What follows belongs to an exercise in optimizing a design on an open flow for small area; a production flow would make more cautious choices. Only simulation tests tie the RTL to the original design; equivalence was not proved. Power figures rest on the tool's default switching activity, not on a simulated workload.

### design/flow/run.sh
#!/bin/bash
# synth_recipe.tcl (not shown) runs the flow's synth.tcl, then flattens the netlist and writes it again
# the make line also repeats each setting of config.mk as NAME=value (left out here)
make -C /OpenROAD-flow-scripts/flow DESIGN_CONFIG=/design/flow/config.mk WORK_HOME=/design/flow/orfs CLKGATE_MAP_FILE= SYNTH_SCRIPT=/design/flow/synth_recipe.tcl finish
### design/flow/config.mk
export PLATFORM = sky130hd
export DESIGN_NAME = queue
export DESIGN_NICKNAME = queue
export VERILOG_FILES = /design/flow/design.v
export SDC_FILE = /design/flow/constraint.sdc
export NUM_CORES = 4
export LEC_CHECK = 0
export CAP_MARGIN = 30
export CORE_MARGIN = 2
export CORE_UTILIZATION = 40
export SLEW_MARGIN = 30
### design/flow/constraint.sdc
create_clock -name core_clock -period 5.5 [get_ports {clk}]
set_input_delay 1.1000 -clock core_clock [delete_from_list [all_inputs] [get_ports {clk}]]
set_output_delay 1.1000 -clock core_clock [all_outputs]
set_load 0.01 [all_outputs]
### design/flow/design.v
module queue
#(parameter data_width = 32,   
            address_width = 5,   
            max_data = 2**address_width  
)
(
    input wire clk, reset,
    input wire read_cmd, write_cmd,  
    input wire [data_width-1:0] write_data,   
    output reg [data_width-1:0] read_data,   
    output wire full,   
    output wire empty  
);
reg [data_width-1:0] queue_reg [max_data-1:0];
reg [address_width-1:0] front_reg, front_next;  
reg [address_width-1:0] rear_reg, rear_next;  
reg full_reg, full_next;
reg empty_reg, empty_next;
assign full = full_reg;
assign empty = empty_reg;
wire write_enable;  
assign write_enable = write_cmd & ~full_reg; 
always @(posedge clk) begin
    if (write_enable)
        queue_reg[rear_reg] = write_data; 
    if (read_cmd)
        read_data = queue_reg[front_reg];
end
always @(posedge clk, posedge reset) begin
    if (reset) begin
        empty_reg <= 1'b1;   
        full_reg <= 1'b0;   
        front_reg <= 0;
        rear_reg <= 0;
    end
    else begin
        front_reg <= front_next;
        rear_reg <= rear_next;
        full_reg <= full_next;
        empty_reg <= empty_next;
    end
end
always @* begin
    front_next = front_reg;
    rear_next = rear_reg;
    full_next = full_reg;
    empty_next = empty_reg;
    if({write_cmd, read_cmd} == 2'b01) begin  
        if(~empty_reg) begin  
            full_next = 1'b0;  
            front_next = front_reg + 1;
            if (front_next  == rear_reg)  
                empty_next = 1'b1; 
        end
    end
    else if ({write_cmd, read_cmd} == 2'b10) begin  
        if(~full_reg) begin  
            empty_next = 1'b0;
            rear_next = rear_reg + 1;
            if(rear_next == front_reg)
                full_next = 1'b1;
        end
    end
    else if  ({write_cmd, read_cmd} == 2'b11) begin  
        front_next = front_reg + 1;
        rear_next = rear_next + 1;
    end
end
endmodule
==> results of run 1 <==
[power groups by stage]
| stage | clock network (uW) | logic [uW] | registers, uW |
|---|---|---|---|
| floorplan | 0 | 11900 | 13200 |
| global placement | 0 | 19200 | 13500 |
| detailed placement | 0 | 19500 | 13600 |
| CTS | 7880 | 19600 | 13500 |
| global route | 8200 | 20900 | 13900 |
| finish | 7820 | 20100 | 13500 |
[area by class of cell]
cell class	count	share of cell area, %
antenna	2	0.00985
clock buffer	171	6.63
clock inverter	34	0.889
inverter	39	0.288
multi-input combinational	2821	40.4
sequential	1068	42.8
tap	1414	3.48
timing repair buffer	316	5.41
[cell families (layout without fill, tap and decap cells)]
group | Yosys count | after routing | share of synthesized area (%)
DFF | 1068 | 1068 | 50.0
AOI/OAI and AO/OA | 703 | 703 | 12.3
and+or+nand+nor | 1320 | 1320 | 13.5
other | 0 | 2 | 0
xor gates and xnor gates | 17 | 17 | 0.342
buffers and inverters | 399 | 560 | 3.69
muxes | 764 | 764 | 19.7
adders and majority gates | 17 | 17 | 0.489
[final timing paths]
check / from / end / slack, ns / cells after the start
setup / recovery: rear_reg[0] / read_data[9] / 0.30 / 12
hold / removal: queue_reg[8][17] / queue_reg[8][17] / 0.43 / 2
setup reg to reg: rear_reg[0] / read_data[9] / 0.30 / 12
hold reg to reg: queue_reg[8][17] / queue_reg[8][17] / 0.43 / 2
max in group asynchronous: reset / empty_reg / 4.41 / 2
min in group asynchronous: reset / front_reg[0] / 0.72 / 2
[per-layer routing]
metal  track usage (%)  wire length, um  vias up
li1                  -                -    15438
met1              40.6            72100    17661
met2              47.0            76200     1922
met3              6.73            17700      480
met4              18.2            12100        2
met5                 0               13        -
[critical path, cell delays in order (launching register included)]
cell      delay, ns
dfrtp_1        0.49
inv_1          0.13
ha_1           0.42
nor3_4         0.68
nand3_2        0.52
buf_4          0.40
mux2_2         0.31
a22o_1         0.23
a211oi_1       0.20
nand4_1        0.32
nor4_1         0.89
buf_4          0.24
a31oi_1        0.09
[placed cells by master, fill, tap and decap left out, types with 39 or more instances in the layout]
master              n
clkdlybuf4s50_1    68
nor2_1             67
inv_1              39
a221oi_1           51
dfxtp_1          1024
a21oi_1            86
nand4_1            45
a22o_1             82
mux2_2            739
nand2_1           889
o21ai_0            63
a22oi_1           187
buf_4             228
clkbuf_16         114
nand3_1            47
[stage by stage]
| step | setup slack (ns) | hold WS [ns] | utilization, % | cell area, um2 |
|---|---|---|---|---|
| 6_report | 0.302 | 0.435 | 46.9 | 50800 |
| 5_1_grt | 0.106 | 0.452 | 46.9 | 50800 |
| 4_1_cts | 0.411 | 0.437 | 46.8 | 50800 |
| 3_5_place_dp | -0.0415 | 0.424 | 43.3 | 46900 |
| 3_3_place_gp | 0.0286 | 0.413 | 43.3 | 46900 |
| 2_1_floorplan | 1.29 | 0.404 | - | 43500 |
==> qor.csv, run 1 <==
metric,value,unit
cp_max_fo,15,
track_usage,31.0,%
p_total,41500,uW
status,finished clean,
p_switching,16800,uW
cts-htree-levels,3,
report.final.slew_viol_count,0,
tns,0,ns
cp.required,5.92,ns
ioPinCount,70,
cts-hold-fix-buffers,0,
initial_core_util,40.2,%
clk_pin_slew,0.06,ns
postCtsResizedCells,0,
setup_viol,0,
clock_latency,0.71,ns
critPathArrivalTime,5.62,ns
synth_flop_cell,dfxtp_1,
worst-setup-path-type,reg -> reg,
ys_async_sr_fraction,1.12,%
drive_above_1_share,28.4,%
ant_nets,0,
ys_top_cells_by_count,"1024 x dfxtp_1, 894 x nand2_1, 739 x mux2_2",
crit_path_start_kind,register,
largest_reg_flops,1024,
die_x,334,um
power_frac_comb,48.5,%
relSlewSlack,23.0,%
grt_start_max_net_pins,40,
routed_wl,178000,um
post_cts_buffers,0,
powerDensity,817,mW/mm2
vias,35503,
vias_per_cell,6.05,
cp-end-kind,register,
clkSinkCount,1068,
clkPwrFrac,18.9,%
fp.coreArea,0.108,mm2
clk_path_buf_depth,3,
synth_edf_count,32,
hold_violations,0,
p_sw_share,40.4,%
final_cells,5865,
ir_worst_vdd,0.450,mV
dp_cells,5656,
port_buffers,69,
fp.dieH,334,um
detail_route.wl_per_cell,30.4,um
synth_area_per_cell,10.1,um2
maxCapViolCount,0,
synth.most_common_cell,dfxtp_1,
grt_pass1_vias,33629,
yosysTopAreaCell,dfxtp_1,
hp-class,reg -> reg,
antenna_found_initial,8,
synth_nets,4341,
synth.ff_latch_count,1068,
final_nets,4409,
cts_buffers,110,
seq_area_frac_synth,50.0,%
drc,0,
yosysTopAreaCellShare,47.1,%
power_leakage,0.0207,uW
ctsRootBufferMaster,clkbuf_16,
regArea,0.0218,mm2
gp_congestion,0.971,
syn_area,0.0435,mm2
num_rows,121,
intPower,24700,uW
synthDistinctLibCells,88,
multi_input_area,0.0205,mm2
tightest_slew,1.15,ns
max_freq,192,MHz
hpwl,117000,um
ys_warn_count,2,
period_needed,5.20,ns
final.setup_skew,0.0417,ns
dieArea,0.111,mm2
rsz0062_at_grt,false,
cts_tree,built,
grt_pass1_wl,250000,um
firstDrtPassIters,6,
filler_cell_count,10066,
finalCritPeriodShare,94.5,%
power_frac_seq,32.6,%
netlist_instances,4288,
grt_overflow,0,
drt_iter0_drc,4302,
area_delta_synth_final,16.7,%
synthTopCellsByArea,"dfxtp_1 47%, mux2_2 19%, nand2_1 7.7%, a22oi_1 3.2%, clkbuf_1 2.3%",
==> run 2, diff against run 1 <==
==> design/flow/design.v (replaced) <==
module queue
#(parameter data_width = 32,
            address_width = 5,
            max_data = 2**address_width
)
(
    input wire clk, reset,
    input wire read_cmd, write_cmd,
    input wire [data_width-1:0] write_data,
    output reg [data_width-1:0] read_data,
    output wire full,
    output wire empty
);
reg [address_width:0] q;
assign empty = ~q[address_width];
assign full  = q[address_width] & ~(|q[address_width-1:0]);
wire shift = write_cmd & (~full | read_cmd);
wire [data_width-1:0] word [0:max_data-1];
wire [data_width-1:0] din = full ? word[max_data-1] : write_data;
genvar i, b;
generate
    for (i = 0; i < max_data; i = i + 1) begin : g_word
        reg [data_width-1:0] r;
        if (i == 0) begin : g_in
            always @(posedge clk)
                if (shift)
                    r <= din;
        end else begin : g_up
            always @(posedge clk)
                if (shift)
                    r <= word[i-1];
        end
        assign word[i] = r;
    end
endgenerate
localparam NS = max_data + 2;
wire [NS-1:0] sel;
generate
    for (i = 0; i < max_data; i = i + 1) begin : g_sel
        assign sel[i] = read_cmd & q[address_width] &
                        (q[address_width-1:0] == ~i[address_width-1:0]);
    end
endgenerate
assign sel[max_data]   = read_cmd & ~q[address_width];
assign sel[max_data+1] = ~read_cmd;
wire [data_width-1:0] rd_next;
generate
    for (b = 0; b < data_width; b = b + 1) begin : g_bit
        wire [NS-1:0] d;
        for (i = 0; i < max_data; i = i + 1) begin : g_d
            assign d[i] = word[i][b];
        end
        assign d[max_data]   = write_data[b];
        assign d[max_data+1] = read_data[b];
        queue_sel34 u_sel (.s(sel), .d(d), .y(rd_next[b]));
    end
endgenerate
always @(posedge clk)
    read_data <= rd_next;
wire do_write = write_cmd & ~full;
wire do_read  = read_cmd & ~empty;
always @(posedge clk, posedge reset) begin
    if (reset)
        q <= {(address_width+1){1'b0}};
    else if (do_write & ~read_cmd)
        q <= q - 1'b1;
    else if (do_read & ~write_cmd)
        q <= q + 1'b1;
end
endmodule
module queue_sel34 (input wire [33:0] s, input wire [33:0] d, output wire y);
    wire [11:0] n;
    genvar k;
    generate
        for (k = 0; k < 11; k = k + 1) begin : g_a
            queue_aoi222 u_a (.s(s[3*k+2:3*k]), .d(d[3*k+2:3*k]), .y(n[k]));
        end
    endgenerate
    queue_nand2 u_b (.a(s[33]), .b(d[33]), .y(n[11]));
    wire [2:0] m;
    queue_nand4 u_c0 (.a(n[3:0]),  .y(m[0]));
    queue_nand4 u_c1 (.a(n[7:4]),  .y(m[1]));
    queue_nand4 u_c2 (.a(n[11:8]), .y(m[2]));
    queue_or3 u_d (.a(m), .y(y));
endmodule
module queue_aoi222 (input wire [2:0] s, input wire [2:0] d, output wire y);
    assign y = ~|(s & d);
endmodule
module queue_nand2 (input wire a, input wire b, output wire y);
    assign y = ~(a & b);
endmodule
module queue_nand4 (input wire [3:0] a, output wire y);
    assign y = ~&a;
endmodule
module queue_or3 (input wire [2:0] a, output wire y);
    assign y = |a;
endmodule
--- a/design/flow/config.mk
+++ b/design/flow/config.mk
@@ -11 +11,2 @@
 export SLEW_MARGIN = 30
+export SYNTH_HIERARCHICAL = 1
==> qor.csv, run 2 <==
metric,value,unit,change
yosysTopAreaCellShare,82.5,%,+35 points
crit_start,q[2],,
num_rows,111,,-8.3%
post_cts_buffers,0,,unchanged
setup_viol,0,,unchanged
port_buffers,69,,unchanged
synth_edf_count,1024,,+3100%
r2r-end,g_word[0].r[29],,
reg2regPathDepth,6,,-6
synth-xor-area-share,0.118,%,-0.22 points
ant_nets,0,,unchanged
period_needed,4.11,ns,-1.09 ns
cp-end-kind,output pin,,
clkSinkCount,1062,,-0.56%
grt_start_max_net_pins,129,,+220%
ys_warn_count,7,,+5
synthSimpleGateAreaFrac,3.24,%,-10 points
maxCapViolCount,0,,unchanged
synth.most_common_cell,edfxtp_1,,
ys_async_sr_fraction,0.565,%,-0.56 points
cp_max_fo,11,,-4
worstSetupPathDepth,4,,-8
antenna_found_initial,0,,-8
worst-setup-path-type,reg -> out,,
synthDistinctLibCells,35,,-60%
synth_flop_cell,edfxtp_1,,
cts_tree,built,,
synth.ff_latch_count,1062,,-0.56%
synth_compound_area_share,9.66,%,-2.6 points
drt_iter0_drc,3995,,-7.1%
cp_num_buf_inv,2,,-1
final.setup_skew,0.0256,ns,-0.0161 ns
initial_core_util,40.5,%,+0.37 points
grt.met2_usage,30.0,%,-17 points
r2r_slack,2.03,ns,+1.73 ns
grt.busiest_layer,met2,,
area_delta_synth_final,16.2,%,
grt_pass1_vias,20089,,-40%
cp-endpoint,full,,
crit_slowest_cell,or4_4,,
regToRegStartpoint,q[2],,
final_nets,1963,,-55%
synth_top_family_by_area,compound AO/OA/AOI/OAI gates,,
clock_latency,0.66,ns,-0.05 ns
cp_cell_sequence,or4_4 > or3_2 > inv_1 > clkdlybuf4s50_1,,
grt_pass1_wl,137000,um,-45%
max_freq,244,MHz,+27%
status,finished clean,,
seq_area_frac_synth,84.7,%,+35 points
clk_path_buf_depth,3,,unchanged
final_area,0.0433,mm2,-15%
critPathArrivalTime,3.01,ns,-2.61 ns
clk_pin_slew,0.06,ns,about the same
drc,0,,unchanged
worst_hold_slack,0.437,ns,+0.00226 ns
ctsRootBufferMaster,clkbuf_16,,
synth_fa_ha_area_share,0.0336,%,-0.46 points
routed_wl,94700,um,-47%
hpwl,53000,um,-55%
cts-htree-levels,3,,unchanged
grt_util_met3,4.13,%,-2.6 points
track_usage,19.4,%,-12 points
synth.area.mux_share,1.31,%,-18 points
synthTopCellsByArea,"edfxtp_1 83%, a222oi_1 9.5%, dfxtp_1 1.7%, nand4_1 1.6%, mux2_4 1.1%",,
dp_cells,3066,,-46%
ioPinCount,70,,unchanged
firstDrtPassIters,8,,+2
fp.coreArea,0.0919,mm2,-15%
vias_per_cell,6.26,,+3.4%
hold_violations,0,,unchanged
layout_commonest_cell,edfxtp_1,,
cts-hold-fix-buffers,0,,unchanged
layout_common_cells,"1024 x edfxtp_1, 352 x a222oi_1, 103 x clkbuf_16",,
use_met1,27.2,%,-13 points
postCtsResizedCells,0,,unchanged
report.final.slew_viol_count,0,,unchanged
synth_area_per_cell,21.5,um2,+110%
ys_top_cells_by_count,"1024 x edfxtp_1, 352 x a222oi_1, 97 x nand4_1",,
cpLargestDelayFamily,simple AND/OR/NAND/NOR gates,,
vias,20381,,-43%
fp.dieH,309,um,-7.4%
largest_reg_flops,1024,,unchanged
dieArea,0.0956,mm2,-14%
drive_above_1_share,14.1,%,-14 points
syn_area,0.0373,mm2,-14%
critPathMaxStageDelay,0.62,ns,-0.27 ns
dpl_cell_area,0.0401,mm2,-15%
powerDensity,453,mW/mm2,-44%
final_cells,3256,,-44%
relSlewSlack,34.8,%,+12 points
die_x,309,um,-7.4%
p_total,19600,uW,-53%
rsz0062_at_grt,false,,
antennaDiodeCount,0,,-2
tightest_slew,0.976,ns,-0.176 ns
hp-class,reg -> reg,,
yosysTopAreaCell,edfxtp_1,,
ir_worst_vdd,0.254,mV,-44%
netlist_instances,1735,,-60%
gp_congestion,0.813,,-16%
grt_overflow,0,,unchanged
cp.required,4.40,ns,-1.52 ns
detail_route.wl_per_cell,29.1,um,-4.3%
synth_nets,1772,,-59%
cts_buffers,101,,-8.2%
power_leakage,0.0142,uW,-31%
finalCritPeriodShare,74.7,%,-20 points
crit_path_start_kind,register,,
-- run 2: changes by cell type in the layout (fill, tap and decap cells not counted), sizes merged, moves of 87 or more --
cell | previous run | this run
edfxtp | 32 | 1024
a21oi | 87 | 0
a222oi | 4 | 352
buf | 247 | 64
dfxtp | 1024 | 32
a22oi | 187 | 0
mux2 | 741 | 33
nand2 | 894 | 44
-- run 2: worst min path at each step --
stage / from / endpoint / slack, ns / depth (start not counted)
global placement: g_word[8].r[3] / g_word[9].r[3] / 0.43 / 0
floorplan: g_word[9].r[0] / g_word[10].r[0] / 0.43 / 0
global route: g_word[21].r[0] / g_word[22].r[0] / 0.45 / 0
CTS: g_word[5].r[18] / g_word[6].r[18] / 0.43 / 0
finish: g_word[27].r[4] / g_word[28].r[4] / 0.44 / 0
detailed placement: g_word[19].r[15] / g_word[20].r[15] / 0.43 / 0
-- run 2: layout make-up --
type / count / area (um2)
inverters: 4 / 15.0
multi-input cells: 624 / 5590
clock buffers: 135 / 2810
fillers: 7569 / 48600
flip-flops and latches: 1062 / 31500
clock inverters: 55 / 423
repair buffers: 133 / 1360
well taps: 1243 / 1560
-- run 2: per-layer routing --
layer  vias to the layer above  part of all wire, %  routed length, um
li1                       8405                    -                  -
met1                     10521                   39              37400
met2                      1276                   46              43700
met3                       179                   11              10600
met4                         0                  3.1               2960
met5                         -                    0                  0
-- run 2: power breakdown --
part | total, uW | switching, uW | leakage [uW] | internal [uW]
sequential | 10700 | 620 | 0.0103 | 10100
clock | 6790 | 2960 | 0.00159 | 3820
combinational | 2140 | 1310 | 0.00228 | 837
total | 19600 | 4890 | 0.0142 | 14700
-- run 2: stage by stage --
stage / util (%) / setup TNS [ns] / setup slack (ns)
after floorplan: - / -3579.53 / -3.50
after global placement: 43.6 / 0 / 1.37
after detailed placement: 43.6 / 0 / 1.31
after CTS: 47.1 / 0 / 1.33
after global routing: 47.1 / 0 / 1.28
final: 47.1 / 0 / 1.39
-- run 2: modules after synthesis, one instance, submodules excluded, excerpt --
module | cells inside | flops+latches | area (um2)
queue | 1223 | 1062 | 32800
queue_aoi222 | 1 | 0 | 10.0
queue_nand4 | 1 | 0 | 6.26
queue_or3 | 1 | 0 | 6.26
queue_nand2 | 1 | 0 | 3.75
-- run 2: worst register-to-register path: stages (launching register included) --
cell,delay [ns]
dfrtp_1,0.50
or4_4,0.63
or3_2,0.54
buf_4,0.33
o21a_4,0.55
buf_12,0.35
buf_12,0.26
-- run 2: cells by family (layout without fill, tap and decap cells) --
group                      count (synthesis)  count (layout)
AOI/OAI and AO/OA                        360             360
adders and majority gates                  1               1
muxes                                     34              34
buffers and inverters                     49             327
xor gates and xnor gates                   5               5
DFF                                     1062            1062
and+or+nand+nor                          224             224
==> run 3, diff against run 2 <==
--- a/design/flow/design.v
+++ b/design/flow/design.v
@@ -17,5 +17,11 @@
 wire shift = write_cmd & (~full | read_cmd);
+genvar i, b;
 wire [data_width-1:0] word [0:max_data-1];
-wire [data_width-1:0] din = full ? word[max_data-1] : write_data;
-genvar i, b;
+wire [data_width-1:0] din;
+generate
+    for (b = 0; b < data_width; b = b + 1) begin : g_din
+        queue_ao22 u_din (.a(write_data[b]), .sa(~full), .b(word[max_data-1][b]),
+                          .sb(full), .y(din[b]));
+    end
+endgenerate
 generate
@@ -85,2 +91,6 @@
 endmodule
+module queue_ao22 (input wire a, input wire sa, input wire b, input wire sb,
+                   output wire y);
+    assign y = (a & sa) | (b & sb);
+endmodule
 module queue_aoi222 (input wire [2:0] s, input wire [2:0] d, output wire y);
--- a/design/flow/config.mk
+++ b/design/flow/config.mk
@@ -10,2 +10,5 @@
 export CORE_UTILIZATION = 40
+export CTS_BUF_LIST = sky130_fd_sc_hd__clkbuf_8
+export CTS_CLUSTER_DIAMETER = 100
+export CTS_CLUSTER_SIZE = 15
 export SLEW_MARGIN = 30
==> qor.csv, run 3 <==
metric,value,unit,change
antenna_found_initial,2,,+2
synth_flop_cell,edfxtp_1,,
ir_worst_vdd,0.182,mV,-28%
ioPinCount,70,,unchanged
netlist_instances,1732,,-0.17%
ys_top_cells_by_count,"1024 x edfxtp_1, 352 x a222oi_1, 96 x nand4_1",,
synthDistinctLibCells,33,,-5.7%
synthTopCellsByArea,"edfxtp_1 83%, a222oi_1 9.5%, dfxtp_1 1.7%, nand4_1 1.6%, a22o_1 0.76%",,
fp.dieH,308,um,-0.25%
cp-end-kind,output pin,,
critPathMaxStageDelay,0.61,ns,about the same
drive_above_1_share,9.59,%,-4.5 points
grt_pass1_vias,20179,,+0.45%
post_cts_buffers,0,,unchanged
cts_tree,built,,
period_needed,4.64,ns,+0.534 ns
ant_nets,0,,unchanged
port_buffers,69,,unchanged
cts_buffers,80,,-21%
drt_iter0_drc,3983,,-0.30%
cp_num_buf_inv,3,,+1
cpLargestDelayFamily,buffers and inverters,,
vias,20463,,+0.40%
hp-class,reg -> reg,,
firstDrtPassIters,8,,unchanged
cp.required,4.40,ns,about the same
clk_path_buf_depth,3,,unchanged
whs_path_depth,0,,unchanged
final_cells,3206,,-1.5%
tns,0,ns,unchanged
dp_cells,3070,,+0.13%
track_usage,19.7,%,+0.27 points
grt_overflow,0,,unchanged
num_rows,111,,unchanged
power_leakage,0.0133,uW,-6.1%
holdCritStartpoint,g_word[13].r[14],,
synth_nets,1773,,+0.056%
seq_area_frac_synth,85.1,%,+0.44 points
clock_latency,0.72,ns,+0.06 ns
regToRegStartpoint,q[5],,
relSlewSlack,28.8,%,-6.0 points
maxCapViolCount,0,,unchanged
r2r-end,g_word[22].r[23],,
worst_hold_slack,0.442,ns,+0.00464 ns
powerDensity,393,mW/mm2,-13%
layout_common_cells,"1024 x edfxtp_1, 352 x a222oi_1, 96 x nand4_1",,
synth_edf_count,1024,,unchanged
synth.ff_latch_count,1062,,unchanged
max_freq,216,MHz,-12%
finalCritPeriodShare,84.4,%,+9.7 points
worst-setup-path-type,reg -> out,,
final.setup_skew,0.0425,ns,+0.0169 ns
syn_area,0.0371,mm2,-0.51%
ys_async_sr_fraction,0.565,%,unchanged
status,finished clean,,
detail_route.wl_per_cell,29.6,um,+1.9%
hold_path_end,g_word[14].r[14],,
hold_violations,0,,unchanged
layout_commonest_cell,edfxtp_1,,
vias_per_cell,6.38,,+2.0%
critPathArrivalTime,3.54,ns,+0.53 ns
tightest_slew,1.07,ns,+0.0904 ns
area_delta_synth_final,11.4,%,
fp.coreArea,0.0918,mm2,-0.15%
setup_viol,0,,unchanged
report.final.slew_viol_count,0,,unchanged
p_total,16200,uW,-17%
reg2regPathDepth,6,,unchanged
grt_pass1_wl,138000,um,+0.82%
rsz0062_at_grt,false,,
grt_start_max_net_pins,148,,+15%
grt.busiest_layer,met1,,
ctsRootBufferMaster,clkbuf_8,,
clk_pin_slew,0.10,ns,+0.04 ns
yosysTopAreaCellShare,83.0,%,+0.43 points
dieArea,0.0951,mm2,-0.51%
yosysTopAreaCell,edfxtp_1,,
final_nets,1951,,-0.61%
grt_util_met3,3.88,%,-0.25 points
cts-htree-levels,3,,unchanged
cts-hold-fix-buffers,0,,unchanged
die_x,308,um,-0.25%
routed_wl,95000,um,+0.35%
use_met1,29.8,%,+2.6 points
largest_reg_flops,1024,,unchanged
cp_cell_sequence,or4_4 > or2_4 > clkinvlp_4 > buf_4 > clkdlybuf4s50_1,,
postCtsResizedCells,0,,unchanged
hpwl,52300,um,-1.2%
initial_core_util,40.4,%,-0.15 points
r2r_slack,1.98,ns,-0.05 ns
gp_congestion,0.773,,-4.9%
synth_area_per_cell,21.4,um2,-0.34%
cp_max_fo,33,,+22
clkSinkCount,1062,,unchanged
crit_slowest_cell,clkdlybuf4s50_1,,
ys_warn_count,7,,unchanged
crit_path_start_kind,register,,
drc,0,,unchanged
grt.met2_usage,28.9,%,-1.1 points
synth.most_common_cell,edfxtp_1,,
==> run 3: kinds of logic (layout without fill, tap and decap cells) <==
logic type / count (synthesis) / in the layout / share of synthesized area, %
flip-flops: 1062 / 1062 / 85.1
AO/OA/AOI/OAI: 396 / 396 / 10.5
AND/OR/NAND/NOR: 221 / 221 / 3.19
buffers and inverters: 40 / 269 / 0.729
adder cells (fa/ha/maj): 5 / 5 / 0.189
XOR/XNOR: 4 / 4 / 0.0945
multiplexers: 4 / 4 / 0.149
other: 0 / 2 / 0
==> run 3: how the worst max path moves through the flow <==
stage | startpoint | to | slack, ns | cells after the start
2_1_floorplan | q[3] | g_word[0].r[0] | -13.70 | 4
3_3_place_gp | read_cmd | read_data[23] | 1.37 | 8
3_5_place_dp | read_cmd | read_data[23] | 1.32 | 8
4_1_cts | q[2] | full | 0.82 | 5
5_1_grt | q[2] | full | 0.78 | 5
6_report | q[2] | full | 0.86 | 5
==> run 3: Yosys stat by module (local to each module, per instance), a selection <==
module	flip-flops and latches	cells	area [um2]
queue_aoi222	0	1	10.0
queue	1062	1188	32300
queue_or3	0	1	6.26
queue_nand4	0	1	6.26
queue_ao22	0	1	8.76
queue_nand2	0	1	3.75
==> run 3: final cells by class <==
cell class | instances | area [um2]
well taps | 1243 | 1560
repair buffers | 128 | 1290
multi-input cells | 630 | 5510
flip-flops and latches | 1062 | 31500
clock buffers | 83 | 1140
clock inverters | 50 | 200
inverters | 8 | 33.8
diodes | 2 | 5.00
fillers | 7719 | 50500
==> run 3: where the power goes <==
group / internal, uW / switching [uW] / total (uW) / leakage, uW
clock network: 1400 / 2460 / 3870 / 0.000846
logic: 750 / 1180 / 1930 / 0.00214
registers: 9880 / 527 / 10400 / 0.0104
total: 12000 / 4170 / 16200 / 0.0133
==> run 3: per-stage QoR <==
step | utilization, % | setup slack (ns) | instance area, um2
2_1_floorplan | - | -13.70 | 37100
3_3_place_gp | 43.5 | 1.37 | 39900
3_5_place_dp | 43.5 | 1.32 | 39900
4_1_cts | 44.9 | 0.822 | 41200
5_1_grt | 45.0 | 0.776 | 41300
6_report | 45.0 | 0.860 | 41300
==> run 3: routing by layer <==
layer | part of all wire [%] | routed length [um]
met2 | 44 | 42000
met4 | 2.1 | 2000
met3 | 13 | 12300
met1 | 41 | 38700
met5 | 0 | 0
==> run 4, diff against run 3 <==
==> design/flow/flow/run.sh (new file) <==
#!/bin/bash
set -e
export BUFFER_PORTS_ARGS="-buffer_cell sky130_fd_sc_hd__buf_1"
export CTS_ARGS="-sink_clustering_enable -repair_clock_nets -buf_list sky130_fd_sc_hd__clkbuf_8 -sink_clustering_size 15 -sink_clustering_max_diameter 100 -dont_use_dummy_load"
bash standard.sh > standard.log 2>&1
==> design/flow/standard.sh (new file) <==
#!/bin/bash
# synth_recipe.tcl (not shown) runs the flow's synth.tcl, then flattens the netlist and writes it again
# the make line also repeats each setting of config.mk as NAME=value (left out here)
make -C /OpenROAD-flow-scripts/flow DESIGN_CONFIG=/design/flow/config.mk WORK_HOME=/design/flow/orfs CLKGATE_MAP_FILE= SYNTH_SCRIPT=/design/flow/synth_recipe.tcl "${@:-finish}"
removed: design/flow/run.sh
==> qor.csv, run 4 <==
metric,value,unit,change
status,finished clean,,
ys_warn_count,7,,unchanged
post_cts_buffers,0,,unchanged
final.setup_skew,0.0446,ns,+0.00211 ns
cp.required,4.40,ns,about the same
p_switching,4050,uW,-2.9%
power_frac_seq,65.8,%,+1.6 points
clkPwrFrac,23.0,%,-0.9 points
grt_start_max_net_pins,156,,+5.4%
drive_above_1_share,9.34,%,-0.24 points
powerDensity,390,mW/mm2,-0.65%
setup_viol,0,,unchanged
crit_slowest_cell,clkinvlp_4,,
synth.area.mux_share,0.149,%,unchanged
ioPinCount,70,,unchanged
num_rows,111,,unchanged
relSlewSlack,34.5,%,+5.7 points
port_buffers,69,,unchanged
p_sw_share,25.6,%,-0.16 points
netlist_instances,1732,,unchanged
cts_buffers,80,,unchanged
synth.most_common_cell,edfxtp_1,,
synth_flop_cell,edfxtp_1,,
tightest_slew,0.980,ns,-0.0857 ns
gp_congestion,0.793,,+2.7%
period_needed,4.30,ns,-0.336 ns
crit_path_start_kind,register,,
dpl_cell_area,0.0394,mm2,-1.1%
clk_pin_slew,0.09,ns,about the same
hp-class,in -> async,,
fp.coreArea,0.0918,mm2,unchanged
report.final.slew_viol_count,0,,unchanged
synthDistinctLibCells,33,,unchanged
largest_reg_flops,1024,,unchanged
grt_overflow,0,,unchanged
synth_area_per_cell,21.4,um2,unchanged
synthSimpleGateAreaFrac,3.19,%,unchanged
initial_core_util,40.4,%,unchanged
syn_area,0.0371,mm2,unchanged
layout_common_cells,"1024 x edfxtp_1, 352 x a222oi_1, 96 x nand4_1",,
ys_top_cells_by_count,"1024 x edfxtp_1, 352 x a222oi_1, 96 x nand4_1",,
clk_path_buf_depth,3,,unchanged
vias_per_cell,6.52,,+2.1%
power_leakage,0.0129,uW,-3.5%
synth-xor-area-share,0.0945,%,unchanged
yosysTopAreaCellShare,83.0,%,unchanged
die_x,308,um,unchanged
synth_top_family_by_area,compound AO/OA/AOI/OAI gates,,
ant_nets,0,,unchanged
synth_fa_ha_area_share,0.189,%,unchanged
finalCritPeriodShare,78.3,%,-6.1 points
drc,0,,unchanged
yosysTopAreaCell,edfxtp_1,,
firstDrtPassIters,9,,+1
hold_violations,0,,unchanged
cts_tree,built,,
detail_route.wl_per_cell,30.5,um,+2.8%
tns,0,ns,unchanged
antenna_found_initial,0,,-2
max_freq,232,MHz,+7.8%
vias,20510,,+0.23%
dieArea,0.0951,mm2,unchanged
hpwl,51800,um,-1.1%
final_area,0.0406,mm2,-1.7%
cp_cell_sequence,nand2b_1 > or2_4 > clkinvlp_4 > buf_1,,
power_frac_comb,11.2,%,-0.7 points
ir_worst_vdd,0.175,mV,-4.0%
cp_max_fo,33,,unchanged
cp-end-kind,output pin,,
critPathMaxStageDelay,0.79,ns,+0.18 ns
maxCapViolCount,0,,unchanged
grt_pass1_wl,138000,um,about the same
antennaDiodeCount,0,,-2
ys_async_sr_fraction,0.565,%,unchanged
rsz0062_at_grt,false,,
critPathArrivalTime,3.20,ns,-0.34 ns
routed_wl,95900,um,+0.92%
area_delta_synth_final,9.47,%,
fp.dieH,308,um,unchanged
drt_iter0_drc,4152,,+4.2%
clock_latency,0.72,ns,about the same
final_nets,1948,,-0.15%
postCtsResizedCells,0,,unchanged
cts-htree-levels,3,,unchanged
p_total,15800,uW,-2.3%
synth_compound_area_share,10.5,%,unchanged
synthTopCellsByArea,"edfxtp_1 83%, a222oi_1 9.5%, dfxtp_1 1.7%, nand4_1 1.6%, a22o_1 0.76%",,
seq_area_frac_synth,85.1,%,unchanged
ctsRootBufferMaster,clkbuf_8,,
layout_commonest_cell,edfxtp_1,,
synth_nets,1773,,unchanged
cts-hold-fix-buffers,0,,unchanged
synth_edf_count,1024,,unchanged
track_usage,19.8,%,+0.090 points
clkSinkCount,1062,,unchanged
synth.ff_latch_count,1062,,unchanged
intPower,11800,uW,-2.1%
grt_pass1_vias,20017,,-0.80%
worst-setup-path-type,reg -> out,,
-- run 4: through the flow --
step	cells	setup slack (ns)	util (%)	hold slack (ns)
finish	3148	1.20	44.2	0.309
CTS	3147	1.21	44.2	0.252
detailed placement	3067	1.54	43.0	0.433
global placement	3067	1.65	43.0	0.429
floorplan	1732	-13.70	-	0.425
global route	3148	1.09	44.2	0.279
-- run 4: power by group through the flow --
stage / Combinational (uW) / Sequential, uW / Clock [uW]
2_1_floorplan: 1180 / 10600 / 0
3_5_place_dp: 1760 / 10600 / 0
5_1_grt: 1900 / 10500 / 4040
3_3_place_gp: 1720 / 10500 / 0
4_1_cts: 1770 / 10400 / 3780
6_report: 1770 / 10400 / 3650
-- run 4: modules after synthesis, one instance, submodules excluded, a selection --
module	copies in the design	cells inside	flip-flops and latches	area (um2)
queue_aoi222	352	1	0	10.0
queue	1	1188	1062	32300
queue_nand4	96	1	0	6.26
queue_or3	32	1	0	6.26
queue_nand2	32	1	0	3.75
queue_ao22	32	1	0	8.76
-- run 4: critical path, delay by kind of cell (launching register included) --
kind	cells	cell delay (ns)
buffers and inverters	2	1.10
flip-flops	1	0.48
AND/OR/NAND/NOR	2	0.92
-- run 4: layer usage --
metal | wire length, um | global-route usage [%]
met1 | 38300 | 29.7
met2 | 41800 | 28.7
met3 | 13200 | 4.94
met4 | 2490 | 4.84
met5 | 110 | 0.879
-- run 4: logic make-up (layout without fill, tap and decap cells) --
| kind of cell | Yosys count | in the layout |
|---|---|---|
| buffers and inverters | 40 | 213 |
| muxes | 4 | 4 |
| DFF | 1062 | 1062 |
| xor gates and xnor gates | 4 | 4 |
| adders and majority gates | 5 | 5 |
| AOI/OAI and AO/OA | 396 | 396 |
| and+or+nand+nor | 221 | 221 |
-- run 4: cell type report --
cell class	count	area, um2
inverter	8	33.8
tap	1243	1560
clock buffer	80	1100
timing repair buffer	125	837
multi-input combinational	630	5510
sequential	1062	31500
fill	7765	51200
-- run 4: path summary, 6_finish.rpt --
path	start	to	slack (ns)	cells past startpoint
worst max register to register	q[5]	g_word[17].r[24]	1.42	5
worst max-delay path	q[5]	full	1.20	4
worst min-delay path	reset	q[1]	0.31	2
max in group asynchronous	reset	q[4]	4.98	2
worst min register to register	g_word[29].r[11]	g_word[30].r[11]	0.42	0
min in group core_clock	g_word[29].r[11]	g_word[30].r[11]	0.42	0
==> run 5, diff against run 4 <==
==> design/flow/flow/run.sh (replaced) <==
#!/bin/bash
set -e
export BUFFER_PORTS_ARGS="-buffer_cell sky130_fd_sc_hd__buf_1"
export CTS_ARGS="-sink_clustering_enable -repair_clock_nets -buf_list sky130_fd_sc_hd__clkbuf_8 -sink_clustering_size 17 -sink_clustering_max_diameter 60 -dont_use_dummy_load"
bash standard.sh > standard.log 2>&1
--- a/design/flow/config.mk
+++ b/design/flow/config.mk
@@ -11,4 +11,5 @@
 export CTS_BUF_LIST = sky130_fd_sc_hd__clkbuf_8
-export CTS_CLUSTER_DIAMETER = 100
-export CTS_CLUSTER_SIZE = 15
+export CTS_CLUSTER_DIAMETER = 60
+export CTS_CLUSTER_SIZE = 17
+export PLACE_DENSITY = 0.9
 export SLEW_MARGIN = 30
==> qor.csv, run 5 <==
metric,value,unit,change
final.setup_skew,0.0836,ns,+0.0390 ns
worst_hold_slack,0.334,ns,+0.0254 ns
cts_buffers,74,,-7.5%
antenna_found_initial,7,,+7
area_delta_synth_final,9.22,%,
clkSinkCount,1062,,unchanged
port_buffers,69,,unchanged
ioPinCount,70,,unchanged
final_core_util,44.1,%,-0.099 points
synth_edf_count,1024,,unchanged
vias,21031,,+2.5%
cts-htree-levels,3,,unchanged
drc,0,,unchanged
tns,0,ns,unchanged
hp-class,in -> async,,
power_frac_comb,11.5,%,+0.3 points
track_usage,19.2,%,-0.59 points
ant_nets,0,,unchanged
layout_commonest_cell,edfxtp_1,,
layout_common_cells,"1024 x edfxtp_1, 352 x a222oi_1, 96 x nand4_1",,
setup_viol,0,,unchanged
yosysTopAreaCell,edfxtp_1,,
initial_core_util,40.4,%,unchanged
cp.required,5.79,ns,+1.39 ns
fp.coreArea,0.0918,mm2,unchanged
routed_wl,93900,um,-2.1%
postCtsResizedCells,0,,unchanged
grt_pass1_wl,136000,um,-1.3%
grt_overflow,0,,unchanged
tightest_slew,1.09,ns,+0.108 ns
synth_flop_cell,edfxtp_1,,
hpwl,53900,um,+4.1%
ir_worst_vdd,0.200,mV,+14%
synthTopCellsByArea,"edfxtp_1 83%, a222oi_1 9.5%, dfxtp_1 1.7%, nand4_1 1.6%, a22o_1 0.76%",,
num_rows,111,,unchanged
cp_max_fo,128,,+290%
critPathArrivalTime,4.27,ns,+1.07 ns
power_frac_seq,66.4,%,+0.6 points
clkPwrFrac,22.0,%,-1.0 points
synth_nets,1773,,unchanged
ctsRootBufferMaster,clkbuf_8,,
clk_path_buf_depth,3,,unchanged
period_needed,3.99,ns,-0.317 ns
syn_area,0.0371,mm2,unchanged
dieArea,0.0951,mm2,unchanged
clock_latency,0.71,ns,about the same
cp-end-kind,register,,
intPower,11700,uW,-0.70%
yosysTopAreaCellShare,83.0,%,unchanged
drive_above_1_share,9.01,%,-0.33 points
grt_start_max_net_pins,192,,+23%
ys_top_cells_by_count,"1024 x edfxtp_1, 352 x a222oi_1, 96 x nand4_1",,
cts_tree,built,,
hold_violations,0,,unchanged
relSlewSlack,27.4,%,-7.1 points
max_freq,251,MHz,+7.9%
largest_reg_flops,1024,,unchanged
rsz0062_at_grt,false,,
powerDensity,389,mW/mm2,-0.32%
die_x,308,um,unchanged
vias_per_cell,6.69,,+2.7%
netlist_instances,1732,,unchanged
firstDrtPassIters,9,,unchanged
synth.most_common_cell,edfxtp_1,,
clk_pin_slew,0.10,ns,about the same
p_sw_share,25.7,%,+0.11 points
p_switching,4040,uW,-0.10%
ys_async_sr_fraction,0.565,%,unchanged
gp_congestion,0.856,,+7.9%
crit_path_start_kind,register,,
status,finished clean,,
fp.dieH,308,um,unchanged
final_nets,1941,,-0.36%
cts-hold-fix-buffers,0,,unchanged
grt_pass1_vias,21436,,+7.1%
seq_area_frac_synth,85.1,%,unchanged
synth_area_per_cell,21.4,um2,unchanged
drt_iter0_drc,4976,,+20%
maxCapViolCount,0,,unchanged
finalCritPeriodShare,72.5,%,-5.8 points
report.final.slew_viol_count,0,,unchanged
power_leakage,0.0129,uW,-0.17%
post_cts_buffers,0,,unchanged
detail_route.wl_per_cell,29.9,um,-1.9%
synthDistinctLibCells,33,,unchanged
synth.ff_latch_count,1062,,unchanged
ys_warn_count,7,,unchanged
filler_cell_count,7268,,-6.4%
worst-setup-path-type,reg -> reg,,
## run 5: path summary, 6_finish.rpt
check                            startpoint                to  slack, ns  cells past startpoint
setup reg to reg                       q[3]  g_word[31].r[10]       1.51                      6
hold / removal                        reset              q[5]       0.33                      2
min in group core_clock    g_word[30].r[25]  g_word[31].r[25]       0.41                      0
max in group asynchronous             reset              q[0]       4.90                      2
setup / recovery                       q[3]  g_word[31].r[10]       1.51                      6
hold reg to reg            g_word[30].r[25]  g_word[31].r[25]       0.41                      0
## run 5: final cells by class
cell class | instances | area, um2 | area share [%]
clock buffer | 74 | 1020 | 2.52
multi-input combinational | 630 | 5400 | 13.3
inverter | 8 | 36.3 | 0.0896
antenna | 1 | 2.50 | 0.00618
sequential | 1062 | 31500 | 77.9
timing repair buffer | 124 | 928 | 2.29
tap | 1243 | 1560 | 3.84
## run 5: per-module statistics from Yosys, one instance, submodules excluded, excerpt
module        cells inside  flip-flops and latches
queue_ao22               1                       0
queue_nand4              1                       0
queue_aoi222             1                       0
queue                 1188                    1062
queue_nand2              1                       0
queue_or3                1                       0
## run 5: per-layer routing
layer  vias to the layer above  wire (um)  GRT usage, %
met4                        12       4320          9.20
met2                      2181      42800          29.6
li1                       8270          -             -
met1                     10231      30000          23.7
met3                       337      16600          7.32
met5                         -         75             0
## run 5: kinds of logic (layout without fill, tap and decap cells)
logic type | count (synthesis) | in the layout | synth area share (%)
AO/OA/AOI/OAI | 396 | 396 | 10.5
XOR/XNOR | 4 | 4 | 0.0945
adder cells (fa/ha/maj) | 5 | 5 | 0.189
buffers and inverters | 40 | 206 | 0.729
flip-flops | 1062 | 1062 | 85.1
multiplexers | 4 | 4 | 0.149
other | 0 | 1 | 0
AND/OR/NAND/NOR | 221 | 221 | 3.19
## run 5: per-stage QoR
step                      std cells  setup slack [ns]  total power (uW)  area [um2]
after floorplan                1732            -13.70             11800       37100
after global placement         3059              1.70             12100       39200
after detailed placement       3065              1.58             12400       39400
after CTS                      3139              1.53             15700       40400
after global routing           3142              1.46             16200       40500
final                          3142              1.51             15700       40500
## run 5: worst max-delay path, stage by stage (launching register included)
cell and delay [ns]:
dfrtp_1 0.50, or4_4 0.22, or2_4 0.66, clkinvlp_4 0.53, a21oi_4 0.66, buf_12 0.40
buf_16 0.50
## run 5: power by group through the flow
| stage | registers, uW | logic, uW | clock network, uW |
|---|---|---|---|
| after CTS | 10400 | 1770 | 3500 |
| after floorplan | 10600 | 1180 | 0 |
| after detailed placement | 10600 | 1770 | 0 |
| final | 10500 | 1820 | 3470 |
| after global routing | 10500 | 1910 | 3750 |
| after global placement | 10500 | 1620 | 0 |

## static timing again, ports no longer ideal
No port has a modelled driver above. Below, the same layouts with a new extraction and two added sets of constraints. Step 1 assumes that a clkbuf_16 drives the clock port and a buf_2 every other input. Step 2 adds t to the input delays and takes it off the output delays; t is the mean of the earliest and latest rising clock arrival at the registers after step 1. Input paths then give back, and output paths get back, about the clock's delay inside the block. a / b / c = no drivers / after step 1 / after step 2; a / b = the first two.
run	t (ns)	slack for setup (ns)	hold slack, ns	worst setup path after step 2	cell pins on the clock port's net
run 1	0.768	0.302 / 0.302 / -0.175	0.435 / 0.435 / 0.435	input to register	1
run 2	0.719	1.394 / 1.325 / 1.185	0.437 / 0.437 / 0.437	input to register	1
run 3	0.769	0.860 / 0.793 / 1.211	0.442 / 0.442 / 0.442	input to register	1
run 4	0.745	1.196 / 1.131 / 1.417	0.309 / 0.262 / 0.418	register to register	1
run 5	0.735	1.513 / 1.468 / 1.386	0.334 / 0.290 / 0.414	input to register	1
Met with ideal ports but missed after step 2: setup timing in run 1. For run 1, which loses most, drivers alone change the setup slack by 0.000 ns; drivers and shift together by -0.477 ns.
